From an optimization exercise on the open Yosys and OpenROAD flow, aimed at small area and a short achievable clock period; shortcuts taken in it are not production practice.
At most, simulation tests tie the RTL to the original design; equivalence was not proved.
Power is estimated from default activity; no workload was simulated.

==> juniper: inputs <==
## ula
module ula(
    input clk14,			 
	 input reset,			 
    input [15:0] a,		 
    input [7:0] din,		 
	 output [7:0] dout,	 
    input mreq_n,			 
    input iorq_n,			 
    input rd_n,			 
    input wr_n,			 
	 input rfsh_n,			 
	 output clkcpu,		 
	 output msk_int_n,	 
    output [13:0] va,	  
	 input [7:0] vramdout, 
	 output [7:0] vramdin, 
    output vramoe,		 
    output vramcs,		  
    output vramwe,		 
    input ear,				   
    output mic,			    
    output spk,            
	 output [7:0] kbrows,    
    input [4:0] kbcolumns,	 
    output r,				
    output g,				 
    output b,				 
    output i,				 
	 output [7:0] rgbulaplus,	 
	 output ulaplus_enabled,	 
    output csync,			
    output hsync,
    output vsync
    );
Settings: LEC_CHECK=0, CAP_MARGIN=20, CORE_MARGIN=2, CORE_UTILIZATION=40, PLACE_DENSITY=0.6, SETUP_SLACK_MARGIN=4.7, SLEW_MARGIN=20, SYNTH_HIERARCHICAL=1, SYNTH_MINIMUM_KEEP_SIZE=0, TNS_END_PERCENT=100; clock period 10.0 ns.
standard.sh (not shown) runs the stock make flow with config.mk's settings and CLKGATE_MAP_FILE= SYNTH_SCRIPT=/design/flow/synth_recipe.tcl, a recipe that flattens the netlist after the stock synthesis.
==> flow/flow/run.sh <==
#!/bin/bash
# Layout flow: the standard flow (standard.sh, ORFS) with three changes
# made through ORFS's own variables:
#  - ports are buffered with sky130_fd_sc_hd__buf_1 rather than the delay
#    buffer buffer_ports picks by default;
#  - clock tree synthesis uses clkbuf_16 sink clusters and no dummy loads;
#  - everything else as in the standard flow (synthesis unchanged).
# Each step's full output goes to a log file in this folder.
set -euo pipefail
export BUFFER_PORTS_ARGS="-buffer_cell sky130_fd_sc_hd__buf_1"
export CTS_ARGS="-sink_clustering_enable -repair_clock_nets -dont_use_dummy_load -buf_list sky130_fd_sc_hd__clkbuf_16 -sink_clustering_size 24 -sink_clustering_max_diameter 70"
bash standard.sh synth > synth.log 2>&1
bash standard.sh floorplan > floorplan.log 2>&1
bash standard.sh place > place.log 2>&1
bash standard.sh cts > cts.log 2>&1
bash standard.sh route > route.log 2>&1
bash standard.sh finish > finish.log 2>&1
==> umber: changes against juniper <==
--- a/flow/design.v
+++ b/flow/design.v
@@ -1,34 +1,32 @@
-`timescale 1ns / 1ps
 module ram64bytes(
     input clk,
     input [5:0] wa,
     input [7:0] din,
     input we,
-    input [7:0] ra_hi,	 
-    input [7:0] ra_lo,	 
+    input [5:0] ra,
     output [7:0] douta,
     input [2:0] rb,
-    output [7:0] doutb,
-    output [7:0] dout0	 
+    output [7:0] doutb
     );
 	reg [7:0] mem[0:63];
 	always @(posedge clk) if (we) mem[wa] <= din;
+	wire [7:0] hi = 8'b1 << ra[5:3];
+	wire [7:0] lo = 8'b1 << ra[2:0];
 	wire [7:0] lb = 8'b1 << rb;
 	reg [7:0] a, b;
 	integer k;
 	always @(*) begin
 		a = 8'h00;
 		for (k = 0; k < 64; k = k + 1)
-			a = a | (mem[k] & {8{ra_hi[k/8] & ra_lo[k%8]}});
+			a = a | (mem[k] & {8{hi[k/8] & lo[k%8]}});
 		b = 8'h00;
 		for (k = 0; k < 8; k = k + 1)
 			b = b | (mem[8+k] & {8{lb[k]}});
 	end
 	assign douta = a;
 	assign doutb = b;
-	assign dout0 = mem[0];
 endmodule
 `timescale 1ns / 1ps
 module ula(
     input clk14,			 
 	 input reset,			 
@@ -69,22 +67,29 @@
 	reg [7:0] ULAPlusAddrReg;	 
 	assign ulaplus_enabled = ULAPlusConfig;
 	wire ulaplusport = !iorq_n && a[0] && !a[2] && (a[7:6]==2'b00) && a[15];	 
 	wire addrportsel = ulaplusport && !a[14];	 
 	wire dataportsel = ulaplusport && a[14];		 
-	reg [9:0] hcount;
+	reg clk7;
 	always @(posedge clk14)
 		if (reset)
-			hcount <= 10'd1;
-		else if (hcount == 10'd895)
-			hcount <= 10'd0;
+			clk7 <= 0;
 		else
-			hcount <= hcount + 10'd1;
-	wire clk7 = !hcount[0];
-	wire [8:0] hc = hcount[9:1];
+			clk7 <= !clk7;
 	wire clk7_rise = !clk7;	 
 	wire clk7_fall = clk7;	 
+	reg [8:0] hc;
+	always @(posedge clk14) begin
+		if (reset)
+			hc <= 0;
+		else if (clk7_rise) begin
+			if (hc==447)
+				hc <= 0;
+			else
+				hc <= hc + 1;
+		end
+	end
 	reg [8:0] vc;
 	always @(posedge clk14) begin
 		if (reset)
 			vc <= 0;
 		else if (clk7_rise && hc==447) begin
@@ -252,49 +257,34 @@
 	assign vramcs = ulaslot | (!cpublock & !a[15] & a[14] & !mreq_n);
 	assign vramoe = ulaslot ? !hc[0] : (!cpublock & !rd_n);
 	assign vramwe = !ulaslot & !cpublock & !wr_n;
 	wire fetchslot = Border_n && hc[3] && hc[1];
 	wire palettewe = dataportsel && !wr_n && (ULAPlusAddrReg[7:6]==2'b00) && !fetchslot;
-	reg fetchslot_next;
-	reg [5:0] paletteaddr_reg;
-	wire fetchslot_next2 = Border_n && hc[3] && (hc[1] ^ hc[0]);
-	wire [7:0] AttrReg_next = AttrLatch_fall ? vramdout : AttrReg;
-	wire [5:0] fetchaddr_next2 = hc[0] ? { AttrReg_next[7:6],1'b1,AttrReg_next[5:3] } : { AttrReg_next[7:6],1'b0,AttrReg_next[2:0] };
-	always @(posedge clk14) begin
-		if (reset) begin
-			fetchslot_next <= 0;
-			paletteaddr_reg <= 0;
-		end
-		else begin
-			fetchslot_next <= fetchslot_next2;
-			paletteaddr_reg <= fetchslot_next2 ? fetchaddr_next2 :
-			                   (clk7_rise && addrportsel && !wr_n) ? din[5:0] : ULAPlusAddrReg[5:0];
-		end
-	end
+	wire Border_n_load = !((vc[7] & vc[6]) | vc[8] | hc[8]);
+	wire fetchslot_next = !reset && (clk7 ? (Border_n_load && hc[3] && hc[1]) :
+	                                        (Border_n && hc[3] && (hc[1] ^ hc[0])));
+	wire ink_next = hc[0] ^ !clk7;
+	wire [5:0] fetchaddr_next = ink_next ? { AttrReg[7:6],1'b0,AttrReg[2:0] } : { AttrReg[7:6],1'b1,AttrReg[5:3] };
 	wire addrreg_wr = clk7_rise && addrportsel && !wr_n;
-	wire next_from_din = addrreg_wr && !fetchslot_next;
-	wire [5:0] ra = next_from_din ? din[5:0] : paletteaddr_reg;
-	wire [7:0] ra_hi = 8'b1 << ra[5:3];
-	wire [7:0] ra_lo = 8'b1 << ra[2:0];
-	wire palette_bypass = palettewe && ((reset ? 6'd0 : paletteaddr_reg) == ULAPlusAddrReg[5:0]);
+	wire [5:0] addrreg_next = reset ? 6'd0 : addrreg_wr ? din[5:0] : ULAPlusAddrReg[5:0];
+	wire [5:0] paletteaddr_next = fetchslot_next ? fetchaddr_next : addrreg_next;
+	wire palette_bypass = palettewe && (reset ? (ULAPlusAddrReg[5:0] == 6'd0) :
+	                                    (!fetchslot_next || fetchaddr_next == ULAPlusAddrReg[5:0]));
 	wire [7:0] paletteread;
 	wire [7:0] paletteborder;
-	wire [7:0] palettefirst;	 
 	reg [7:0] palettedout;
 	always @(posedge clk14)
-		palettedout <= palette_bypass ? din : reset ? palettefirst : paletteread;
+		palettedout <= palette_bypass ? din : paletteread;
 	ram64bytes palette (
 		.clk(clk14),
 		.wa(ULAPlusAddrReg[5:0]),
 		.din(din),
 		.we(palettewe),
-		.ra_hi(ra_hi),
-		.ra_lo(ra_lo),
+		.ra(paletteaddr_next),
 		.douta(paletteread),
 		.rb(BorderColor),
-		.doutb(paletteborder),
-		.dout0(palettefirst)
+		.doutb(paletteborder)
 		);
 	reg [7:0] ULAPlusPaper;
 	reg [7:0] ULAPlusInk;
 	reg [7:0] ULAPlusBorder;
 	wire ULAPlusPixel = SRegister[7];
@@ -383,16 +373,24 @@
 		end
 	end
 	wire [7:0] idle_dout = Border_n ? AttrReg : 8'hFF;	 
 	wire [7:0] data_dout = (ULAPlusAddrReg[7:6]==2'b01) ? {7'b0000000, ULAPlusConfig} :
 	                       (ULAPlusAddrReg[7:6]==2'b00) ? palettedout : idle_dout;
-	ula_dout cpu_dout (
-		.a(a), .mreq_n(mreq_n), .iorq_n(iorq_n), .rd_n(rd_n),
-		.vramdout(vramdout), .ear(ear), .kbcolumns(kbcolumns),
-		.timex(TimexHiColorMode), .addrreg(ULAPlusAddrReg), .data_dout(data_dout), .idle_dout(idle_dout),
-		.dout(dout)
-		);
+	wire s_vram = !a[15] && a[14] && !mreq_n && !rd_n;	 
+	wire io_rd = !iorq_n && !rd_n;
+	wire s_kb = io_rd && !a[0] && !s_vram;	 
+	wire s_tmx = io_rd && (a[7:0]==8'hFF) && !s_vram;	 
+	wire s_ulap = io_rd && a[0] && !a[2] && (a[7:6]==2'b00) && a[15];	 
+	wire s_addr = s_ulap && !a[14];
+	wire s_data = s_ulap && a[14];
+	wire s_idle = !s_vram && !(io_rd && (!a[0] || (&a[7:1]) || (!a[2] && a[7:6]==2'b00 && a[15])));
+	assign dout = ({8{s_vram}} & vramdout) |
+	              ({8{s_kb}} & {1'b1,ear,1'b1,kbcolumns}) |
+	              ({8{s_tmx}} & {6'b000000,TimexHiColorMode,1'b0}) |
+	              ({8{s_addr}} & ULAPlusAddrReg) |
+	              ({8{s_data}} & data_dout) |
+	              ({8{s_idle}} & idle_dout);
 	assign vramdin = din;		 
 	assign kbrows = {a[11], a[10], a[9], a[12], a[13], a[8], a[14], a[15]};
 	reg rMic;
 	reg rSpk;
 	assign mic = rMic;
@@ -410,27 +408,5 @@
 			else if (!iorq_n & !a[0] & !wr_n)
 				{rSpk,rMic,BorderColor} <= din[4:0];
 		end
 	end
 endmodule
-module ula_dout(
-	input [15:0] a,
-	input mreq_n,
-	input iorq_n,
-	input rd_n,
-	input [7:0] vramdout,
-	input ear,
-	input [4:0] kbcolumns,
-	input timex,
-	input [7:0] addrreg,
-	input [7:0] data_dout,
-	input [7:0] idle_dout,
-	output [7:0] dout
-	);
-	wire s_vram = !a[15] && a[14] && !mreq_n && !rd_n;	 
-	wire [7:0] ulap_dout = a[14] ? data_dout : addrreg;	 
-	wire [7:0] io1_dout = (a[7:1]==7'h7F) ? {6'b000000,timex,1'b0} :	 
-	                      (!a[2] && a[7:6]==2'b00 && a[15]) ? ulap_dout : idle_dout;	 
-	wire [7:0] io_dout = a[0] ? io1_dout : {1'b1,ear,1'b1,kbcolumns};	 
-	wire [7:0] cpu_dout = (!iorq_n && !rd_n) ? io_dout : idle_dout;
-	assign dout = s_vram ? vramdout : cpu_dout;
-endmodule
SETUP_SLACK_MARGIN = 4.6   (was 4.7)
SYNTH_HIERARCHICAL = not set   (was 1)
SYNTH_MINIMUM_KEEP_SIZE = not set   (was 0)
TNS_END_PERCENT = 10   (was 100)
==> ember: changes against juniper <==
--- a/flow/design.v
+++ b/flow/design.v
@@ -69,22 +69,29 @@
 	reg [7:0] ULAPlusAddrReg;	 
 	assign ulaplus_enabled = ULAPlusConfig;
 	wire ulaplusport = !iorq_n && a[0] && !a[2] && (a[7:6]==2'b00) && a[15];	 
 	wire addrportsel = ulaplusport && !a[14];	 
 	wire dataportsel = ulaplusport && a[14];		 
-	reg [9:0] hcount;
+	reg clk7;
 	always @(posedge clk14)
 		if (reset)
-			hcount <= 10'd1;
-		else if (hcount == 10'd895)
-			hcount <= 10'd0;
+			clk7 <= 0;
 		else
-			hcount <= hcount + 10'd1;
-	wire clk7 = !hcount[0];
-	wire [8:0] hc = hcount[9:1];
+			clk7 <= !clk7;
 	wire clk7_rise = !clk7;	 
 	wire clk7_fall = clk7;	 
+	reg [8:0] hc;
+	always @(posedge clk14) begin
+		if (reset)
+			hc <= 0;
+		else if (clk7_rise) begin
+			if (hc==447)
+				hc <= 0;
+			else
+				hc <= hc + 1;
+		end
+	end
 	reg [8:0] vc;
 	always @(posedge clk14) begin
 		if (reset)
 			vc <= 0;
 		else if (clk7_rise && hc==447) begin
@@ -278,12 +285,14 @@
 	wire palette_bypass = palettewe && ((reset ? 6'd0 : paletteaddr_reg) == ULAPlusAddrReg[5:0]);
 	wire [7:0] paletteread;
 	wire [7:0] paletteborder;
 	wire [7:0] palettefirst;	 
 	reg [7:0] palettedout;
+	wire palette_useread = !palette_bypass && !reset;
+	wire [7:0] palette_other = palette_bypass ? din : palettefirst;
 	always @(posedge clk14)
-		palettedout <= palette_bypass ? din : reset ? palettefirst : paletteread;
+		palettedout <= palette_useread ? paletteread : palette_other;
 	ram64bytes palette (
 		.clk(clk14),
 		.wa(ULAPlusAddrReg[5:0]),
 		.din(din),
 		.we(palettewe),
@@ -380,11 +389,17 @@
 				ULAPlusAddrReg <= din;
 			else if (dataportsel && !wr_n && ULAPlusAddrReg[7:6]==2'b01)
 				ULAPlusConfig <= din[0];
 		end
 	end
-	wire [7:0] idle_dout = Border_n ? AttrReg : 8'hFF;	 
+	reg [7:0] idle_dout;
+	wire Border_n_next = clk7_fall ? !((vc[7] & vc[6]) | vc[8] | hc[8]) : Border_n;
+	always @(posedge clk14)
+		if (reset)
+			idle_dout <= 0;
+		else
+			idle_dout <= Border_n_next ? AttrReg_next : 8'hFF;
 	wire [7:0] data_dout = (ULAPlusAddrReg[7:6]==2'b01) ? {7'b0000000, ULAPlusConfig} :
 	                       (ULAPlusAddrReg[7:6]==2'b00) ? palettedout : idle_dout;
 	ula_dout cpu_dout (
 		.a(a), .mreq_n(mreq_n), .iorq_n(iorq_n), .rd_n(rd_n),
 		.vramdout(vramdout), .ear(ear), .kbcolumns(kbcolumns),
SETUP_SLACK_MARGIN = 4.6   (was 4.7)
==> summary.md <==
| Metric | Value |
|---|---|
| Compound-Gate Fraction of Synth Area | 13.6% |
| Met1 wire length | 32000 um |
| Status | no timing/DRC/antenna violations |
| Largest net degree at the start of global routing | 92 |
| Post-Syn Instances | 2045 |
| Sequential cell area share | 61.5% |
| Slew Limit Headroom | 21.9% |
| Post-DP Area | 28100 sq um |
| Clk pwr share | 32.7% |
| Top delay family on crit path | simple AND/OR/NAND/NOR gates |
| Setup crit start | a[14] |
| R2R Setup Slk | 6.14 ns |
| FF-to-FF End | palettedout[7]$_DFF_P_ |
| FFs & Latches | 649 |
That was juniper.
==> summary.md <==
| Metric | Value |
|---|---|
| Setup crit start | a[0] |
| FF-to-FF End | palettedout[3]$_DFF_P_ |
| Slew Limit Headroom | 24.9% |
| Worst path depth | 15 |
| Post-layout min period | 5.40 ns |
| Top delay family on crit path | compound AO/OA/AOI/OAI gates |
| FFs & Latches | 657 |
| Switching share of power | 20.7% |
| Sequential cell area share | 61.7% |
| Largest net degree at the start of global routing | 100 |
| Compound-Gate Fraction of Synth Area | 13.3% |
| R2R Setup Slk | 6.06 ns |
| Status | no timing/DRC/antenna violations |
| Clk pwr share | 33.6% |
| Post-Syn Instances | 2004 |
That was ember.
==> summary.md <==
| Metric | Value |
|---|---|
| Status | no timing/DRC/antenna violations |
| Post-synth ARST share | 0% |
| CTS tree | built |
| Power Combinational | 0.167 mW |
| TAP cells | 873 |
| Post-DP Area | 28400 sq um |
| Clk pwr share | 33.4% |
| Diodes inserted | 1 |
| Switching share of power | 21.6% |
| Met1 wire length | 38500 um |
| FF-to-FF End | palettedout[4]$_DFF_P_ |
| Slew Limit Headroom | 16.0% |
| Top delay family on crit path | compound AO/OA/AOI/OAI gates |
| FFs & Latches | 642 |
| Largest net degree at the start of global routing | 75 |
| Sequential cell area share | 60.2% |
| Root Buffer | clkbuf_16 |
| Non-clock buffer share | 3.88% |
| Post-Syn Instances | 2098 |
That was umber.
Function not checked in juniper and ember: the RTL went through the layout flow alone.

==> static timing again, ports no longer ideal <==
In the flow no input, the clock included, has a driving cell. The finished layouts below were timed again as built, in two steps.
Step 1 assumes that a clkbuf_16 drives the clock port and a buf_2 every other input.
Step 2 also shifts input and output timing later by t, the mid clock arrival at the registers, as if the neighbouring blocks saw the same clock.
Slacks: ideal / step 1 / step 2; pairs: ideal / step 1.
run | t (ns) | slack for setup (ns) | worst data-port slew with drivers (ns)
juniper | 0.628 | 4.711 / 4.686 / 4.168 | 0.06
umber | 0.637 | 4.318 / 4.352 / 3.715 | 0.13
ember | 0.635 | 4.604 / 4.645 / 4.011 | 0.04
After both steps setup and hold are still met in every run listed. For umber, which loses most, drivers alone change the setup slack by +0.034 ns; drivers and shift together by -0.603 ns.
